Background: an optimization exercise with open tools, aiming at small area. Do not read the settings as production practice.
The RTL was checked by simulation tests, not by an equivalence proof against the original design.
Power and IR drop assume default switching activity.

**flow/constraint.sdc**
```tcl
create_clock -name core_clock -period 5.0 [get_ports {clk}]
set_input_delay 1.0000 -clock core_clock [delete_from_list [all_inputs] [get_ports {clk}]]
set_output_delay 1.0000 -clock core_clock [all_outputs]
set_load 0.01 [all_outputs]
```
**flow/config.mk**
```make
export PLATFORM = sky130hd
export DESIGN_NAME = parking_management_system
export DESIGN_NICKNAME = parking_management_system
export VERILOG_FILES = /design/flow/design.v
export SDC_FILE = /design/flow/constraint.sdc
export NUM_CORES = 4
export LEC_CHECK = 0
export CAP_MARGIN = 20
export CORE_MARGIN = 2
export CORE_UTILIZATION = 40
export SLEW_MARGIN = 20
```
**flow/run.sh**
```bash
#!/bin/bash
# synth_recipe.tcl (not shown) runs the flow's synth.tcl, then flattens the netlist and writes it again
# the make line also repeats each setting of config.mk as NAME=value (left out here)
make -C /OpenROAD-flow-scripts/flow DESIGN_CONFIG=/design/flow/config.mk WORK_HOME=/design/flow/orfs CLKGATE_MAP_FILE= SYNTH_SCRIPT=/design/flow/synth_recipe.tcl finish
```
**flow/design.v**
```verilog
module parking_management_system (
    input wire clk,
    input wire reset,
    input wire car_entered,
    input wire car_exited,
    input wire is_uni_car_entered,
    input wire is_uni_car_exited,
    output reg [9:0] uni_parked_car,
    output reg [9:0] parked_car,
    output reg [9:0] uni_vacated_space,
    output reg [9:0] vacated_space,
    output reg uni_is_vacated_space,
    output reg is_vacated_space
);
    parameter MAX_PARKING_SPACE = 700;
    parameter MAX_UNI_SPACE = 500;
    parameter CLK_FREQ = 1;
    reg [31:0] elapsed_time_cycles;
    reg [9:0] NON_UNI_SPACE;
    reg [3:0] time_threshold;
    always @(posedge clk or posedge reset) begin
        if (reset) begin
            elapsed_time_cycles <= 0;
            time_threshold <= 0;
            uni_parked_car <= 0;
            parked_car <= 0;
            uni_vacated_space <= MAX_UNI_SPACE;
            vacated_space <= 200;
            NON_UNI_SPACE <= 200;
            uni_is_vacated_space <= 1;
            is_vacated_space <= 1;
        end else begin
            if (elapsed_time_cycles <= CLK_FREQ * 300 * 60) begin
                elapsed_time_cycles <= elapsed_time_cycles + 1;
            end
            if (elapsed_time_cycles > CLK_FREQ * 300 * 60) begin
                time_threshold <= 4'd4;  
            end else if (elapsed_time_cycles > CLK_FREQ * 240 * 60) begin
                time_threshold <= 4'd3;  
            end else if (elapsed_time_cycles > CLK_FREQ * 180 * 60) begin
                time_threshold <= 4'd2;  
            end else if (elapsed_time_cycles > CLK_FREQ * 120 * 60) begin
                time_threshold <= 4'd1;  
            end else begin
                time_threshold <= 4'd0;  
            end
            if (car_entered && is_uni_car_entered) begin
                if (uni_parked_car < MAX_UNI_SPACE && uni_parked_car + parked_car < MAX_PARKING_SPACE) begin
                    uni_parked_car <= uni_parked_car + 1;
                    uni_vacated_space <= uni_vacated_space - 1;
                    uni_is_vacated_space <= 1;
                end else begin
                    uni_is_vacated_space <= 0;
                end
                if (parked_car < NON_UNI_SPACE && uni_parked_car + parked_car < MAX_PARKING_SPACE) begin
                    is_vacated_space <= 1;
                end else begin
                    is_vacated_space <= 0;
                end
            end else if (car_exited && is_uni_car_exited) begin
                if (uni_parked_car > 0) begin
                    uni_parked_car <= uni_parked_car - 1;
                    uni_vacated_space <= uni_vacated_space + 1;
                    uni_is_vacated_space <= 1;
                end
            end else if (car_entered && !is_uni_car_entered) begin
                if (time_threshold == 4'd0) begin
                    NON_UNI_SPACE <= 200;
                end else if (time_threshold == 4'd1) begin
                    NON_UNI_SPACE <= 250;
                end else if (time_threshold == 4'd2) begin
                    NON_UNI_SPACE <= 300;
                end else if (time_threshold == 4'd3) begin
                    NON_UNI_SPACE <= 350;
                end else if (time_threshold == 4'd4) begin
                    NON_UNI_SPACE <= 500;
                end
                if (parked_car + uni_parked_car < MAX_PARKING_SPACE && parked_car < NON_UNI_SPACE) begin
                    parked_car <= parked_car + 1;
                    vacated_space <= vacated_space - 1;
                    if (uni_parked_car < MAX_UNI_SPACE && uni_parked_car + parked_car < MAX_PARKING_SPACE) begin
                        uni_is_vacated_space <= 1;
                    end else begin
                        uni_is_vacated_space <= 0;
                    end
                    if (parked_car < NON_UNI_SPACE && uni_parked_car + parked_car < MAX_PARKING_SPACE) begin
                        is_vacated_space <= 1;
                    end else begin
                        is_vacated_space <= 0;
                    end
                end
            end else if (car_exited && !is_uni_car_exited) begin
                if (parked_car > 0) begin
                    parked_car <= parked_car - 1;
                    vacated_space <= vacated_space + 1;
                    is_vacated_space <= 1;
                end
            end
        end
    end
endmodule
```
==> impl_metrics.env, run 1 <==
export IMPL_status="finished clean"
export IMPL_hold_depth=0
export IMPL_dp_cells=722
export IMPL_min_path_type="reg2reg"
export IMPL_fin_crit_ns=3.62
export IMPL_powerDensity_mw_per_mm2=670
export IMPL_drv_slew=0
export IMPL_initial_utilization_pct=40.9
export IMPL_drv_cap=0
export IMPL_track_usage_pct=16.5
export IMPL_antenna_found_initial=0
export IMPL_slew_limit_headroom_pct=30.6
export IMPL_numPortBuffers=47
export IMPL_startpoint_type="flop"
export IMPL_dieArea_sq_mm=0.0144
export IMPL_grt_pass1_vias=3892
export IMPL_post_cts_buffers=0
export IMPL_hold_buffers=0
export IMPL_wl_per_cell_um=15.0
export IMPL_tightest_slew_ns=1.04
export IMPL_synth_seq_cells=84
export IMPL_dieWidth_um=120
export IMPL_synth_area_sq_mm=0.00539
export IMPL_drive_above_1_share_pct=13.2
export IMPL_die_h_um=120
export IMPL_finalCritPeriodShare_pct=72.3
export IMPL_ff2ff_setup_slack_ns=1.38
export IMPL_rsz0062_at_grt="no"
export IMPL_grt_pass1_wl_um=19000
export IMPL_synth_cell_type_count=61
export IMPL_worst_hold_slack_ns=0.377
export IMPL_syn_inst=526
export IMPL_drcViolationCount=0
export IMPL_instances_no_fill=738
export IMPL_vias=3881
export IMPL_ys_seq_area_share_pct=39.3
export IMPL_clock_fmax_mhz=277
export IMPL_syn_area_per_cell_sq_um=10.3
export IMPL_clkSinkCount=84
export IMPL_finClkSkew_ns=0.00902
export IMPL_cts_tree="done"
export IMPL_antenna_left=0
export IMPL_gp_congestion=0.866
export IMPL_endpoint_kind="flop"
export IMPL_vias_per_cell=5.26
export IMPL_p_leak_nw=2.82
export IMPL_peakVddDrop_mv=0.347
export IMPL_cts_root_buffer="clkbuf_16"
export IMPL_cts_buffers=9
export IMPL_path_max_fanout=18
export IMPL_synth_edf_count=0
export IMPL_synth_ff_type="dfrtp_1"
export IMPL_setup_tns_ns=0
export IMPL_synthToLayoutAreaGrowth_pct=16.3
export IMPL_clock_latency_ns=0.35
export IMPL_num_antenna_cells=0
export IMPL_io_pins=48
export IMPL_grt_max_degree=61
export IMPL_core_area_sq_mm=0.0132
export IMPL_worst_slack_ns=1.38
export IMPL_post_route_util_pct=47.6
export IMPL_nets=617
export IMPL_r2r_end="parked_car[8]$_DFFE_PP0P_"
export IMPL_worstPathRequired_ns=5.23
export IMPL_hpwl_um=7900
export IMPL_r2r_cells=9
export IMPL_min_from="elapsed_time_cycles[17]$_DFFE_PP0N_"
export IMPL_postSynth_asyncResetShare_pct=100
export IMPL_finalSetupViolCount=0
export IMPL_ys_warn_count=1
export IMPL_cts_buffer_depth=2
export IMPL_nFillCells=1220
export IMPL_row_count=42
export IMPL_first_pass_iters=4
export IMPL_hold_viol=0
export IMPL_cts_resized=0
export IMPL_cts_clk_slew_worst_paths_ns=0.07
export IMPL_whs_endpoint="elapsed_time_cycles[17]$_DFFE_PP0N_"
export IMPL_worstReg2RegStart="uni_parked_car[3]$_DFFE_PP0P_"
export IMPL_cts_max_level=3
export IMPL_crit_arrival_ns=3.85
export IMPL_dp_slack_ns=1.05
export IMPL_drt_iter0_markers=187
export IMPL_gr_total_overflow=0
export IMPL_wirelength_um=11100
export IMPL_worst_setup_path_type="reg2reg"
-- final cells by class --
cell class              instances  area [sq um]  area share, %
multi-input cells             382          3010           48.1
flip-flops and latches         84          2120           33.8
well taps                     176           220           3.51
clock buffers                   9           225           3.59
inverters                      29           111           1.78
repair buffers                 51           500           7.98
clock inverters                 7          81.3           1.30
-- synthesized netlist by cell type, drive strengths merged (8+ instances only) --
| master | n | area share (%) |
|---|---|---|
| dfrtp | 70 | 32 |
| ha | 50 | 12 |
| xnor2 | 36 | 5.8 |
| mux2 | 31 | 7.0 |
| nor2 | 31 | 2.3 |
| a21oi | 30 | 2.9 |
| inv | 29 | 2.0 |
| clkbuf | 28 | 1.9 |
| nand2 | 28 | 1.9 |
| o21ai | 26 | 2.4 |
| xor2 | 19 | 3.1 |
| dfstp | 14 | 6.8 |
| a21o | 13 | 1.8 |
| nand3 | 12 | 1.1 |
| a31oi | 11 | 1.5 |
| nor4 | 11 | 1.3 |
| nor3 | 8 | 0.74 |
-- where the power goes --
part / switching [W] / internal [W] / total [W]
combinational: 0.00110 / 0.00121 / 0.00231
sequential: 0.000285 / 0.000911 / 0.00120
clock: 0.000297 / 0.000394 / 0.000691
-- placed cells by master, fill, tap and decap left out, types with 4 or more instances in the layout --
cell type	count
xnor2_1	36
nand3_1	12
mux2_4	7
nand2b_1	5
dfstp_2	14
a21o_1	13
inv_1	28
and3_1	5
xor2_1	19
mux2_2	17
ha_1	50
nor2_1	30
mux2_1	7
fa_1	4
a31oi_1	9
dfrtp_1	70
clkbuf_16	9
or2_2	4
a21oi_1	29
o21ai_0	26
nor4_1	11
buf_4	4
nor3_1	8
clkdlybuf4s50_1	47
nand4_1	5
nand2_1	28
-- per-layer routing --
layer	GRT usage, %	part of all wire (%)
met1	21.5	49
met2	25.8	46
met3	5.61	4.8
met4	4.78	1.1
met5	0	0
-- flip-flops by register name, summed over array words and instances (netlist names) --
name and flops:
uni_parked_car 10, NON_UNI_SPACE 7, parked_car 10, elapsed_time_cycles 32
is_vacated_space 1, uni_vacated_space 10, time_threshold 3, vacated_space 10
uni_is_vacated_space 1
-- critical path, cell delays in order (launching register included) --
cell and delay, ns:
dfrtp_1 0.46, ha_1 0.38, a211oi_2 0.25, o221ai_2 0.19
a31oi_2 0.28, xnor2_1 0.11, o32ai_2 0.39, a21oi_2 0.16
o21bai_2 0.83, mux2_2 0.42
-- kinds of logic (layout without fill, tap and decap cells) --
family                   Yosys count  after routing  share of synthesized area (%)
AND/OR/NAND/NOR                  124            124                           11.7
AO/OA/AOI/OAI                    115            115                           14.7
flip-flops                        84             84                           39.3
buffers and inverters             60             96                           4.82
XOR/XNOR                          55             55                           8.93
adder cells (fa/ha/maj)           54             54                           13.1
multiplexers                      34             34                           7.52
-- stage by stage --
| stage | area (sq um) | power (W) |
|---|---|---|
| CTS | 6270 | 0.00425 |
| detailed placement | 5960 | 0.00352 |
| global route | 6270 | 0.00455 |
| global placement | 5960 | 0.00347 |
| finish | 6270 | 0.00420 |
| floorplan | 5390 | 0.00282 |
-- worst max-delay path by stage --
| stage | from | end | slack (ns) |
|---|---|---|---|
| global route | uni_parked_car[3]$_DFFE_PP0P_ | parked_car[8]$_DFFE_PP0P_ | 1.15 |
| floorplan | is_uni_car_entered | vacated_space[9]$_DFFE_PP0P_ | 1.33 |
| detailed placement | car_entered | vacated_space[9]$_DFFE_PP0P_ | 1.05 |
| global placement | is_uni_car_entered | vacated_space[9]$_DFFE_PP0P_ | 1.16 |
| finish | uni_parked_car[3]$_DFFE_PP0P_ | parked_car[8]$_DFFE_PP0P_ | 1.38 |
| CTS | uni_parked_car[3]$_DFFE_PP0P_ | parked_car[8]$_DFFE_PP0P_ | 1.36 |
==> run 2: changes to the inputs <==
==> flow/design.v (replaced) <==
module parking_management_system (
    input wire clk,
    input wire reset,
    input wire car_entered,
    input wire car_exited,
    input wire is_uni_car_entered,
    input wire is_uni_car_exited,
    output wire [9:0] uni_parked_car,
    output wire [9:0] parked_car,
    output wire [9:0] uni_vacated_space,
    output wire [9:0] vacated_space,
    output reg uni_is_vacated_space,
    output reg is_vacated_space
);
    reg [8:0] uni_cnt;
    reg [8:0] cnt;
    reg [11:0] lfsr;
    reg [2:0] stage;
    reg [2:0] quota;
    localparam [11:0] LFSR_RESET = 12'b011110001110;
    wire term = lfsr[11:7] == 5'b11100 && lfsr[5:0] == 6'b011101;
    wire fb = lfsr[11] ^ lfsr[5] ^ lfsr[3] ^ lfsr[0];
    wire [11:0] lfsr_next = {lfsr[10:9], lfsr[8] | term, lfsr[7:0], fb};
    wire uni_in   = car_entered & is_uni_car_entered;
    wire uni_out  = car_exited & is_uni_car_exited & ~uni_in;
    wire nuni_in  = car_entered & ~is_uni_car_entered & ~(car_exited & is_uni_car_exited);
    wire nuni_out = ~car_entered & car_exited & ~is_uni_car_exited;
    wire [9:0] total = uni_cnt + cnt;
    wire room = total < 10'd700;
    wire uni_full = uni_cnt == 9'd500;
    reg [8:0] quota_val;
    always @(*) begin
        case (quota)
            3'd2: quota_val = 9'd250;
            3'd3: quota_val = 9'd300;
            3'd4: quota_val = 9'd350;
            3'd5: quota_val = 9'd500;
            default: quota_val = 9'd200;
        endcase
    end
    wire below_quota = cnt < quota_val;
    wire uni_inc = uni_in & ~uni_full & room;
    wire uni_dec = uni_out & (uni_cnt != 9'd0);
    wire inc = nuni_in & room & below_quota;
    wire dec = nuni_out & (cnt != 9'd0);
    wire [9:0] uni_c, c;
    assign uni_c[0] = uni_inc | uni_dec;
    assign c[0] = inc | dec;
    genvar i;
    generate for (i = 0; i < 9; i = i + 1) begin : g
        assign uni_c[i+1] = uni_c[i] & (uni_cnt[i] ^ uni_dec);
        assign c[i+1] = c[i] & (cnt[i] ^ dec);
    end endgenerate
    wire [8:0] uni_tog = uni_c[8:0];
    wire [8:0] tog = c[8:0];
    always @(posedge clk or posedge reset) begin
        if (reset) begin
            uni_cnt <= 9'd0;
            cnt <= 9'd0;
            uni_is_vacated_space <= 1'b1;
            is_vacated_space <= 1'b1;
            lfsr <= LFSR_RESET;
            stage <= 3'd0;
            quota <= 3'd0;
        end else begin
            lfsr <= lfsr_next;
            if (term && stage != 3'd5)
                stage <= stage + 3'd1;
            if (nuni_in)
                quota <= stage;
            uni_cnt <= uni_cnt ^ uni_tog;
            cnt <= cnt ^ tog;
            if (uni_in) begin
                uni_is_vacated_space <= ~uni_full & room;
                is_vacated_space <= below_quota & room;
            end else if (uni_dec) begin
                uni_is_vacated_space <= 1'b1;
            end else if (inc) begin
                uni_is_vacated_space <= ~uni_full;
                is_vacated_space <= 1'b1;
            end else if (dec) begin
                is_vacated_space <= 1'b1;
            end
        end
    end
    assign uni_parked_car = {1'b0, uni_cnt};
    assign parked_car = {1'b0, cnt};
    assign uni_vacated_space = 10'd500 - {1'b0, uni_cnt};
    assign vacated_space = 10'd200 - {1'b0, cnt};
endmodule
==> flow/flow/run.sh (new file) <==
#!/bin/bash
# The standard layout (bash standard.sh), with every port buffered by the
# smallest buffer, sky130_fd_sc_hd__buf_1, instead of the one buffer_ports
# picks by default. The make output of the whole flow goes to standard.log
# here; ORFS keeps each step's own log under orfs/logs/.
set -euo pipefail
export BUFFER_PORTS_ARGS="-buffer_cell sky130_fd_sc_hd__buf_1"
bash standard.sh > standard.log 2>&1
==> flow/standard.sh (new file) <==
#!/bin/bash
# synth_recipe.tcl (not shown) runs the flow's synth.tcl, then flattens the netlist and writes it again
# the make line also repeats each setting of config.mk as NAME=value (left out here)
make -C /OpenROAD-flow-scripts/flow DESIGN_CONFIG=/design/flow/config.mk WORK_HOME=/design/flow/orfs CLKGATE_MAP_FILE= SYNTH_SCRIPT=/design/flow/synth_recipe.tcl "${@:-finish}"
removed: flow/run.sh
==> run 2 against run 1 <==
Net effect: still clean; worst setup slack better by 0.54 ns; final area is 51% lower; non-clock buffer count is 5 lower; final cell count is 45% lower; synthesized area is 49% lower; sequential cell count is 46 lower; global-route usage is 0.54 points higher; critical endpoint is now cnt[1]$_DFF_PP0_.
==> impl_metrics.env, run 2 <==
export IMPL_finClkSkew_ns=0.00711
export IMPL_syn_inst=291
export IMPL_grt_max_degree=39
export IMPL_num_antenna_cells=0
export IMPL_cts_max_level=2
export IMPL_crit_slowest_cell="a211o_1"
export IMPL_dp_cells=399
export IMPL_hold_viol=0
export IMPL_layout_commonest_cell="buf_1"
export IMPL_synth_seq_cells=38
export IMPL_ys_warn_count=1
export IMPL_status="finished clean"
export IMPL_synth_top_area_cell="dfrtp_1"
export IMPL_dieArea_sq_mm=0.00753
export IMPL_endpoint_kind="flop"
export IMPL_die_h_um=86.8
export IMPL_synthTopCellsByCount="dfrtp_1, xnor2_1, nand2_1, nor2_1, ha_1"
export IMPL_syn_area_per_cell_sq_um=9.42
export IMPL_grt_pass1_vias=2059
export IMPL_fin_crit_ns=3.08
export IMPL_initial_utilization_pct=40.8
export IMPL_postSynth_asyncResetShare_pct=100
export IMPL_peakVddDrop_mv=0.281
export IMPL_use_met2_pct=26.4
export IMPL_wirelength_um=6060
export IMPL_grt_pass1_wl_um=10100
export IMPL_drive_above_1_share_pct=11.0
export IMPL_synth_ff_type="dfrtp_1"
export IMPL_crit_buf_inv=0
export IMPL_worst_slack_ns=1.92
export IMPL_final_cell_mix="buf_1, xnor2_1, dfrtp_1"
export IMPL_dieWidth_um=86.8
export IMPL_gp_congestion=0.837
export IMPL_powerDensity_mw_per_mm2=582
export IMPL_drv_slew=0
export IMPL_gr_usage_met3_pct=2.95
export IMPL_crit_path_max_incr_delay_ns=0.41
export IMPL_clock_latency_ns=0.29
export IMPL_setup_tns_ns=0
export IMPL_cts_tree="done"
export IMPL_clock_fmax_mhz=325
export IMPL_post_cts_buffers=0
export IMPL_cts_resized=0
export IMPL_synthToLayoutAreaGrowth_pct=12.2
export IMPL_finalSetupViolCount=0
export IMPL_synth_area_leaders="dfrtp_1, xnor2_1, ha_1"
export IMPL_crit_arrival_ns=3.25
export IMPL_antenna_left=0
export IMPL_drcViolationCount=0
export IMPL_worstPathRequired_ns=5.17
export IMPL_track_usage_pct=17.0
export IMPL_first_pass_iters=4
export IMPL_startpoint_type="flop"
export IMPL_rsz0062_at_grt="no"
export IMPL_tightest_slew_ns=0.718
export IMPL_vias=2178
export IMPL_cts_buffers=5
export IMPL_post_route_util_pct=45.8
export IMPL_dp_slack_ns=1.81
export IMPL_core_area_sq_mm=0.00672
export IMPL_min_path_type="reg2reg"
export IMPL_clkSinkCount=38
export IMPL_synth_area_sq_mm=0.00274
export IMPL_largest_reg_flops=12
export IMPL_synth_edf_count=0
export IMPL_p_leak_nw=1.24
export IMPL_nets=351
export IMPL_hold_buffers=0
export IMPL_synth_top_cell_area_share_pct=26.5
export IMPL_largest_register="lfsr"
export IMPL_slew_limit_headroom_pct=52.1
export IMPL_gr_total_overflow=0
export IMPL_numPortBuffers=45
export IMPL_row_count=30
export IMPL_drt_iter0_markers=104
export IMPL_finalCritPeriodShare_pct=61.6
export IMPL_crit_family="compound AO/OA/AOI/OAI gates"
export IMPL_path_cells="nor2b_1 > and2_1 > nor2_1 > ha_1 > nor3_1 > nor2_1 > a2111oi_0 > o21bai_1 > a211o_1 > a21oi_1 > a21oi_1 > xnor2_1"
export IMPL_vias_per_cell=5.35
export IMPL_ys_seq_area_share_pct=35.1
export IMPL_hpwl_um=4520
export IMPL_path_max_fanout=4
export IMPL_met1_usage_pct=24.5
export IMPL_cts_buffer_depth=2
export IMPL_instances_no_fill=407
export IMPL_cts_clk_slew_worst_paths_ns=0.08
export IMPL_wl_per_cell_um=14.9
export IMPL_top_regs="lfsr x12, cnt x9, uni_cnt x9"
export IMPL_cts_root_buffer="clkbuf_8"
export IMPL_grt_busiest_layer="met2"
export IMPL_drv_cap=0
export IMPL_antenna_found_initial=0
export IMPL_nFillCells=649
export IMPL_synth_cell_type_count=57
export IMPL_io_pins=48
export IMPL_worst_setup_path_type="reg2reg"
-- run 2: cell families after synthesis --
group | count (synthesis) | synth area share, %
simple gates | 101 | 19.4
other cells | 1 | 0.137
fa+ha+maj | 19 | 8.67
xor+xnor | 44 | 14.1
flops | 38 | 35.1
mux | 2 | 0.821
compound gates | 57 | 17.2
buf+inv | 29 | 4.66
-- run 2: worst paths after layout --
check                                          start                end  slack [ns]  cells after the start
worst min register to register     lfsr[6]$_DFF_PP0_  lfsr[7]$_DFF_PP1_        0.36                      0
min in group asynchronous                      reset  lfsr[4]$_DFF_PP0_        0.78                      3
worst max-delay path            quota[1]$_DFFE_PP0P_   cnt[1]$_DFF_PP0_        1.92                     12
worst min-delay path               lfsr[6]$_DFF_PP0_  lfsr[7]$_DFF_PP1_        0.36                      0
max in group asynchronous                      reset  lfsr[7]$_DFF_PP1_        3.86                      3
worst max register to register  quota[1]$_DFFE_PP0P_   cnt[1]$_DFF_PP0_        1.92                     12
-- run 2: metrics by stage --
| stage | cell area [sq um] | hold slack [ns] | power (W) |
|---|---|---|---|
| after global routing | 3080 | 0.371 | 0.00194 |
| after floorplan | 2750 | 0.333 | 0.00125 |
| after detailed placement | 2930 | 0.339 | 0.00148 |
| after CTS | 3070 | 0.368 | 0.00181 |
| after global placement | 2930 | 0.337 | 0.00147 |
| final | 3080 | 0.363 | 0.00179 |
-- run 2: final cells by class --
| type | count | area, sq um | share of cell area [%] |
|---|---|---|---|
| clock inverter | 3 | 68.8 | 2.24 |
| tap | 80 | 100 | 3.25 |
| clock buffer | 5 | 68.8 | 2.24 |
| sequential | 38 | 962 | 31.3 |
| timing repair buffer | 46 | 176 | 5.73 |
| inverter | 10 | 37.5 | 1.22 |
| multi-input combinational | 225 | 1660 | 54.0 |
-- run 2: power breakdown --
| part | switching, W | internal (W) | total [W] | leakage (nW) |
|---|---|---|---|---|
| sequential | 0.000212 | 0.000371 | 0.000583 | 0.466 |
| combinational | 0.000510 | 0.000386 | 0.000897 | 0.701 |
| clock | 0.000113 | 0.000200 | 0.000313 | 0.0683 |
| total | 0.000835 | 0.000957 | 0.00179 | 1.24 |
-- run 2: metal layers --
| layer | up-vias | part of all wire (%) | wire length (um) |
|---|---|---|---|
| li1 | 1092 | - | - |
| met1 | 1036 | 52 | 3140 |
| met2 | 44 | 44 | 2690 |
| met3 | 6 | 3.0 | 181 |
| met4 | 0 | 0.97 | 59 |
| met5 | - | 0 | 0 |
==> run 3: changes to the inputs <==
==> flow/run.sh (new file) <==
#!/bin/bash
# synth_recipe.tcl (not shown) runs the flow's synth.tcl, then flattens the netlist and writes it again
# the make line also repeats each setting of config.mk as NAME=value (left out here)
make -C /OpenROAD-flow-scripts/flow DESIGN_CONFIG=/design/flow/config.mk WORK_HOME=/design/flow/orfs CLKGATE_MAP_FILE= SYNTH_SCRIPT=/design/flow/synth_recipe.tcl finish
removed: flow/flow/run.sh
removed: flow/standard.sh
==> run 3 against run 2 <==
Net effect: core utilization up 3.6 points; die area unchanged; clock power down 29%; sequential power about the same; first-iteration DRC count up 40%; maximum frequency down 8.8%; worst setup slack worse by 0.30 ns; final area up 7.8%; final cell count up 0.25%; via count about the same; critical endpoint is now vacated_space[8].
==> impl_metrics.env, run 3 <==
export IMPL_status="finished clean"
export IMPL_nets=352
export IMPL_crit_top_cell="inv_1"
export IMPL_drcViolationCount=0
export IMPL_hpwl_um=4640
export IMPL_dp_cells=400
export IMPL_crit_path_max_incr_delay_ns=0.55
export IMPL_peakVddDrop_mv=0.426
export IMPL_synth_ff_type="dfrtp_1"
export IMPL_dp_slack_ns=1.80
export IMPL_synthTopCellsByCount="dfrtp_1, xnor2_1, nand2_1, nor2_1, ha_1"
export IMPL_min_path_type="reg2reg"
export IMPL_fin_crit_ns=3.38
export IMPL_synth_seq_cells=38
export IMPL_numPortBuffers=45
export IMPL_cts_clk_slew_worst_paths_ns=0.08
export IMPL_drv_cap=0
export IMPL_grt_pass1_vias=1999
export IMPL_p_leak_nw=1.34
export IMPL_num_antenna_cells=0
export IMPL_clkSinkCount=38
export IMPL_top_layer="met4"
export IMPL_synth_top_cell_area_share_pct=26.5
export IMPL_finalCritPeriodShare_pct=67.5
export IMPL_post_cts_buffers=0
export IMPL_clock_latency_ns=0.29
export IMPL_crit_buf_inv=3
export IMPL_route_met2_wl_um=2660
export IMPL_cts_buffers=5
export IMPL_layout_commonest_cell="clkdlybuf4s50_1"
export IMPL_crit_slowest_cell="clkdlybuf4s50_1"
export IMPL_worstPathRequired_ns=4.00
export IMPL_instances_no_fill=408
export IMPL_wirelength_met1_um=3120
export IMPL_syn_inst=291
export IMPL_nFillCells=642
export IMPL_vias_per_cell=5.33
export IMPL_cts_buffer_depth=2
export IMPL_hold_viol=0
export IMPL_wl_per_cell_um=15.1
export IMPL_ys_warn_count=1
export IMPL_first_pass_iters=4
export IMPL_ys_seq_area_share_pct=35.1
export IMPL_min_from="lfsr[6]$_DFF_PP0_"
export IMPL_endpoint_kind="output pin"
export IMPL_hold_depth=0
export IMPL_startpoint_type="flop"
export IMPL_antenna_left=0
export IMPL_setup_tns_ns=0
export IMPL_worst_setup_path_type="reg2out"
export IMPL_largest_register="lfsr"
export IMPL_synth_top_area_cell="dfrtp_1"
export IMPL_largest_reg_flops=12
export IMPL_antenna_found_initial=0
export IMPL_path_max_fanout=7
export IMPL_cts_root_buffer="clkbuf_8"
export IMPL_wl_met3_um=302
export IMPL_drive_above_1_share_pct=11.0
export IMPL_post_route_util_pct=49.3
export IMPL_wirelength_um=6160
export IMPL_core_area_sq_mm=0.00672
export IMPL_dieArea_sq_mm=0.00753
export IMPL_top_regs="lfsr x12, cnt x9, uni_cnt x9"
export IMPL_worstReg2RegStart="cnt[4]$_DFF_PP0_"
export IMPL_clock_fmax_mhz=296
export IMPL_postSynth_asyncResetShare_pct=100
export IMPL_multi_input_area_sq_mm=0.00166
export IMPL_drv_slew=0
export IMPL_crit_family="buffers and inverters"
export IMPL_slew_limit_headroom_pct=51.1
export IMPL_vias=2176
export IMPL_cts_tree="done"
export IMPL_r2r_end="cnt[4]$_DFF_PP0_"
export IMPL_worst_slack_ns=1.62
export IMPL_ff2ff_setup_slack_ns=1.90
export IMPL_drt_iter0_markers=146
export IMPL_finClkSkew_ns=0.00949
export IMPL_crit_arrival_ns=2.38
export IMPL_synth_area_sq_mm=0.00274
export IMPL_synth_area_leaders="dfrtp_1, xnor2_1, ha_1"
export IMPL_powerDensity_mw_per_mm2=583
export IMPL_die_h_um=86.8
export IMPL_tightest_slew_ns=0.733
export IMPL_cts_resized=0
export IMPL_synth_cell_type_count=57
export IMPL_synthToLayoutAreaGrowth_pct=20.9
export IMPL_rsz0062_at_grt="no"
export IMPL_ff_latch_area_sq_um=962
export IMPL_final_cell_mix="clkdlybuf4s50_1, xnor2_1, dfrtp_1"
export IMPL_initial_utilization_pct=40.8
export IMPL_grt_max_degree=39
export IMPL_io_pins=48
export IMPL_r2r_cells=9
export IMPL_dieWidth_um=86.8
export IMPL_gr_total_overflow=0
export IMPL_track_usage_pct=17.1
export IMPL_cts_max_level=2
export IMPL_hold_buffers=0
export IMPL_whs_endpoint="lfsr[7]$_DFF_PP1_"
export IMPL_syn_area_per_cell_sq_um=9.42
export IMPL_row_count=30
export IMPL_path_cells="inv_1 > ha_1 > inv_1 > o21ai_0 > and2_1 > nor2_1 > xnor2_1 > clkdlybuf4s50_1"
export IMPL_synth_edf_count=0
export IMPL_finalSetupViolCount=0
export IMPL_gp_congestion=0.870
export IMPL_grt_pass1_wl_um=10200
[run 3: cell counts after synthesis]
No cell type changed its count.
[run 3: report_power, final]
part           switching [W]  internal (W)  total (W)
clock               0.000111      0.000111   0.000222
sequential          0.000213      0.000371   0.000584
combinational       0.000510      0.000616    0.00113
[run 3: per-layer routing]
layer  vias to the layer above  GRT usage, %
met5                         -             0
met4                         0          4.69
met3                         6          3.62
met2                        54          25.1
met1                      1017          25.5
li1                       1099             -
[run 3: layout make-up]
class | instances | area share [%]
inverters | 10 | 1.13
repair buffers | 47 | 14.0
clock buffers | 6 | 2.49
multi-input cells | 225 | 49.9
well taps | 80 | 3.02
flip-flops and latches | 38 | 29.0
clock inverters | 2 | 0.377
[run 3: worst register-to-register path, stage by stage, from the launching register on]
cell and delay (ns):
dfrtp_1 0.63, ha_1 0.37, a21o_1 0.19, a31o_1 0.24, a311oi_2 0.37, nor3_1 0.13, a311oi_4 0.47, a211oi_2 0.16
or2_1 0.25, xor2_1 0.14
[run 3: logic make-up after synthesis]
group                    count (synthesis)  share of synthesized area, %
flip-flops                              38                          35.1
adder cells (fa/ha/maj)                 19                          8.67
multiplexers                             2                         0.821
other                                    1                         0.137
AO/OA/AOI/OAI                           57                          17.2
buffers and inverters                   29                          4.66
AND/OR/NAND/NOR                        101                          19.4
XOR/XNOR                                44                          14.1
[run 3: through the flow]
step                      instance area, sq um  power (W)  hold slack, ns
after detailed placement                  3220    0.00172           0.346
final                                     3320    0.00193           0.360
after floorplan                           2750    0.00125           0.333
after CTS                                 3320    0.00195           0.365
after global routing                      3320    0.00208           0.374
after global placement                    3220    0.00171           0.337
[run 3: worst max path at each step]
stage / startpoint / end / slack [ns] / depth (start not counted)
finish: cnt[0]$_DFF_PP0_ / vacated_space[8] / 1.62 / 8
global route: cnt[0]$_DFF_PP0_ / vacated_space[8] / 1.47 / 8
CTS: uni_cnt[0]$_DFF_PP0_ / uni_vacated_space[8] / 1.61 / 7
detailed placement: car_entered / uni_cnt[6]$_DFF_PP0_ / 1.80 / 8
global placement: cnt[4]$_DFF_PP0_ / uni_cnt[5]$_DFF_PP0_ / 1.92 / 9
floorplan: quota[1]$_DFFE_PP0P_ / cnt[7]$_DFF_PP0_ / 2.27 / 12
==> run 4: changes to the inputs <==
==> flow/flow/run.sh (new file) <==
#!/bin/bash
# The standard layout (bash standard.sh) with two changes:
#  - every port is buffered by the smallest buffer, sky130_fd_sc_hd__buf_1,
#    instead of the one buffer_ports picks by default;
#  - clock tree synthesis builds the tree from clkbuf_4 cells and adds no
#    dummy load cells.
# The make output of the whole flow goes to standard.log here; ORFS keeps each
# step's own log under orfs/logs/.
set -euo pipefail
export BUFFER_PORTS_ARGS="-buffer_cell sky130_fd_sc_hd__buf_1"
export CTS_ARGS="-sink_clustering_enable -repair_clock_nets -dont_use_dummy_load -buf_list sky130_fd_sc_hd__clkbuf_4"
bash standard.sh > standard.log 2>&1
==> flow/standard.sh (new file) <==
#!/bin/bash
# synth_recipe.tcl (not shown) runs the flow's synth.tcl, then flattens the netlist and writes it again
# the make line also repeats each setting of config.mk as NAME=value (left out here)
make -C /OpenROAD-flow-scripts/flow DESIGN_CONFIG=/design/flow/config.mk WORK_HOME=/design/flow/orfs CLKGATE_MAP_FILE= SYNTH_SCRIPT=/design/flow/synth_recipe.tcl "${@:-finish}"
removed: flow/run.sh
==> run 4 against run 3 <==
Net effect: worst setup slack improved by 0.26 ns; core utilization down 5.0 points; final cell count is 0.98% lower; non-clock buffer count down 1; total power is 16% lower; combinational power decreased by 21%; clock power fell by 38%; first-iteration DRC count fell by 43%; global-route usage shrank 0.37 points; synthesized area is the same; register-to-register slack barely moved; still clean on timing, DRC and antenna.
==> impl_metrics.env, run 4 <==
export IMPL_track_usage_pct=16.8
export IMPL_syn_inst=291
export IMPL_clock_fmax_mhz=321
export IMPL_internal_power_w=0.000804
export IMPL_core_area_sq_mm=0.00672
export IMPL_layout_commonest_cell="buf_1"
export IMPL_final_cell_mix="buf_1, xnor2_1, dfrtp_1"
export IMPL_fin_total_pwr_w=0.00162
export IMPL_worstPathRequired_ns=5.20
export IMPL_hold_buffers=0
export IMPL_r2r_cells=12
export IMPL_peakVddDrop_mv=0.281
export IMPL_synth_edf_count=0
export IMPL_antenna_found_initial=0
export IMPL_worst_hold_slack_ns=0.369
export IMPL_dieWidth_um=86.8
export IMPL_row_count=30
export IMPL_cts_buffer_depth=2
export IMPL_p_leak_nw=1.19
export IMPL_powerDensity_mw_per_mm2=543
export IMPL_cts_clk_slew_worst_paths_ns=0.12
export IMPL_io_pins=48
export IMPL_synth_ff_type="dfrtp_1"
export IMPL_largest_reg_flops=12
export IMPL_nets=351
export IMPL_drv_cap=0
export IMPL_crit_start="quota[1]$_DFFE_PP0P_"
export IMPL_startpoint_type="flop"
export IMPL_ys_warn_count=1
export IMPL_finalCritPeriodShare_pct=62.2
export IMPL_clockPowerShare_pct=8.5
export IMPL_gp_congestion=0.837
export IMPL_wl_per_cell_um=14.8
export IMPL_initial_utilization_pct=40.8
export IMPL_post_cts_buffers=0
export IMPL_vias=2159
export IMPL_pwr_share_comb_pct=55.5
export IMPL_worst_setup_path_type="reg2reg"
export IMPL_die_h_um=86.8
export IMPL_dieArea_sq_mm=0.00753
export IMPL_synthTopCellsByCount="dfrtp_1, xnor2_1, nand2_1, nor2_1, ha_1"
export IMPL_cts_buffers=5
export IMPL_grt_max_degree=39
export IMPL_min_from="lfsr[9]$_DFF_PP1_"
export IMPL_netSwitchingFraction_pct=50.2
export IMPL_synth_cell_type_count=57
export IMPL_status="finished clean"
export IMPL_largest_register="lfsr"
export IMPL_wirelength_um=5980
export IMPL_gr_total_overflow=0
export IMPL_synth_top_area_cell="dfrtp_1"
export IMPL_synth_seq_cells=38
export IMPL_postSynth_asyncResetShare_pct=100
export IMPL_first_pass_iters=5
export IMPL_clock_latency_ns=0.35
export IMPL_hold_viol=0
export IMPL_drv_slew=0
export IMPL_grt_pass1_vias=2040
export IMPL_finalSetupViolCount=0
export IMPL_crit_end="cnt[7]$_DFF_PP0_"
export IMPL_dp_slack_ns=1.81
export IMPL_drcViolationCount=0
export IMPL_power_frac_seq_pct=36.0
export IMPL_min_path_type="reg2reg"
export IMPL_clkSinkCount=38
export IMPL_tightest_slew_ns=0.715
export IMPL_cts_tree="done"
export IMPL_drt_iter0_markers=83
export IMPL_slew_limit_headroom_pct=52.3
export IMPL_ff2ff_setup_slack_ns=1.89
export IMPL_antenna_left=0
export IMPL_worst_slack_ns=1.89
export IMPL_switching_power_w=0.000811
export IMPL_hpwl_um=4520
export IMPL_rsz0062_at_grt="no"
export IMPL_syn_area_per_cell_sq_um=9.42
export IMPL_endpoint_kind="flop"
export IMPL_finClkSkew_ns=0.0273
export IMPL_synth_area_sq_mm=0.00274
export IMPL_drive_above_1_share_pct=10.2
export IMPL_crit_arrival_ns=3.31
export IMPL_numPortBuffers=45
export IMPL_num_antenna_cells=0
export IMPL_ys_seq_area_share_pct=35.1
export IMPL_synth_top_cell_area_share_pct=26.5
export IMPL_r2r_end="cnt[7]$_DFF_PP0_"
export IMPL_worstReg2RegStart="quota[1]$_DFFE_PP0P_"
export IMPL_grt_pass1_wl_um=9940
export IMPL_setup_tns_ns=0
export IMPL_path_max_fanout=4
export IMPL_synth_area_leaders="dfrtp_1, xnor2_1, ha_1"
export IMPL_synthToLayoutAreaGrowth_pct=8.58
export IMPL_vias_per_cell=5.34
export IMPL_fin_crit_ns=3.11
export IMPL_cts_root_buffer="clkbuf_4"
export IMPL_cts_max_level=2
export IMPL_cts_resized=0
export IMPL_top_regs="lfsr x12, cnt x9, uni_cnt x9"
-- run 4: cell counts after synthesis --
Identical to the previous run, type by type.
-- run 4: how the worst min path moves through the flow --
stage	cells after the start	end	slack, ns
finish	0	lfsr[10]$_DFF_PP1_	0.37
global placement	0	lfsr[7]$_DFF_PP1_	0.34
global route	0	lfsr[10]$_DFF_PP1_	0.37
floorplan	0	lfsr[7]$_DFF_PP1_	0.33
detailed placement	0	lfsr[7]$_DFF_PP1_	0.34
CTS	0	lfsr[10]$_DFF_PP1_	0.37
-- run 4: kinds of logic after synthesis --
kind of cell	share of synthesized area, %
buffers and inverters	4.66
muxes	0.821
other	0.137
adders and majority gates	8.67
DFF	35.1
and+or+nand+nor	19.4
AOI/OAI and AO/OA	17.2
xor gates and xnor gates	14.1
-- run 4: routing by layer --
layer  GRT usage [%]  up-vias  share of wire (%)
li1                -     1091                  -
met1            24.4     1011                 51
met2            25.7       53                 44
met3            2.10        4                3.7
met4            5.54        0               0.82
met5               0        -                  0
-- run 4: cell type report --
cell class / instances / area [sq um]
fillers: 662 / 3740
multi-input cells: 225 / 1660
flip-flops and latches: 38 / 962
repair buffers: 46 / 176
well taps: 80 / 100
clock buffers: 5 / 37.5
inverters: 10 / 37.5
-- run 4: per-stage QoR --
step	std cells	util, %	cell area (sq um)
finish	404	44.3	2980
CTS	404	44.2	2970
detailed placement	399	43.6	2930
floorplan	292	-	2750
global placement	399	43.6	2930
global route	404	44.3	2980
-- run 4: power groups by stage --
stage               sequential (W)  combinational (W)  clock (W)
finish                    0.000582           0.000896   0.000137
global placement          0.000583           0.000889          0
global route              0.000603           0.000999   0.000158
CTS                       0.000583           0.000902   0.000145
detailed placement        0.000589           0.000894          0
floorplan                 0.000471           0.000779          0
-- run 4: worst max-delay path, stage by stage (launching register included) --
cell and delay (ns):
dfrtp_1 0.39, nor2b_1 0.27, and2_1 0.22, nor2_1 0.08, ha_1 0.28, nor3_1 0.15, nor2_1 0.07, a2111oi_0 0.39
o21bai_1 0.19, a211o_1 0.41, a211oi_4 0.26, o211ai_1 0.13, xnor2_1 0.14

-- re-timing with driven ports --
The flow's constraints put no driver on any port. The routed layouts listed below were extracted and timed again, unchanged, in two steps.
Step 1 (the two cells are an assumption about what drives the block):
set clk [get_ports {clk}]
set_driving_cell -lib_cell sky130_fd_sc_hd__clkbuf_16 $clk
set_driving_cell -lib_cell sky130_fd_sc_hd__buf_2 [delete_from_list [all_inputs] $clk]
Step 2 times the ports against the registers' clock, not the clock port: input delays grow and output delays shrink by t, the midpoint of the rising clock arrivals with the driver on.
a / b / c = no drivers / after step 1 / after step 2; a / b = the first two.
run | t, ns | setup WS [ns] | hold slack, ns | latest minus earliest clock arrival (ns)
run 1 | 0.387 | 1.385 / 1.385 / 1.064 | 0.377 / 0.377 / 0.377 | 0.010 / 0.009
run 2 | 0.318 | 1.920 / 1.920 / 1.920 | 0.363 / 0.363 / 0.363 | 0.007 / 0.007
run 3 | 0.316 | 1.624 / 1.596 / 1.796 | 0.360 / 0.360 / 0.360 | 0.010 / 0.010
run 4 | 0.357 | 1.888 / 1.888 / 1.888 | 0.369 / 0.369 / 0.369 | 0.028 / 0.028
After both steps every run listed still meets setup and hold. For run 1, which loses most, drivers alone change the setup slack by 0.000 ns; drivers and shift together by -0.321 ns.
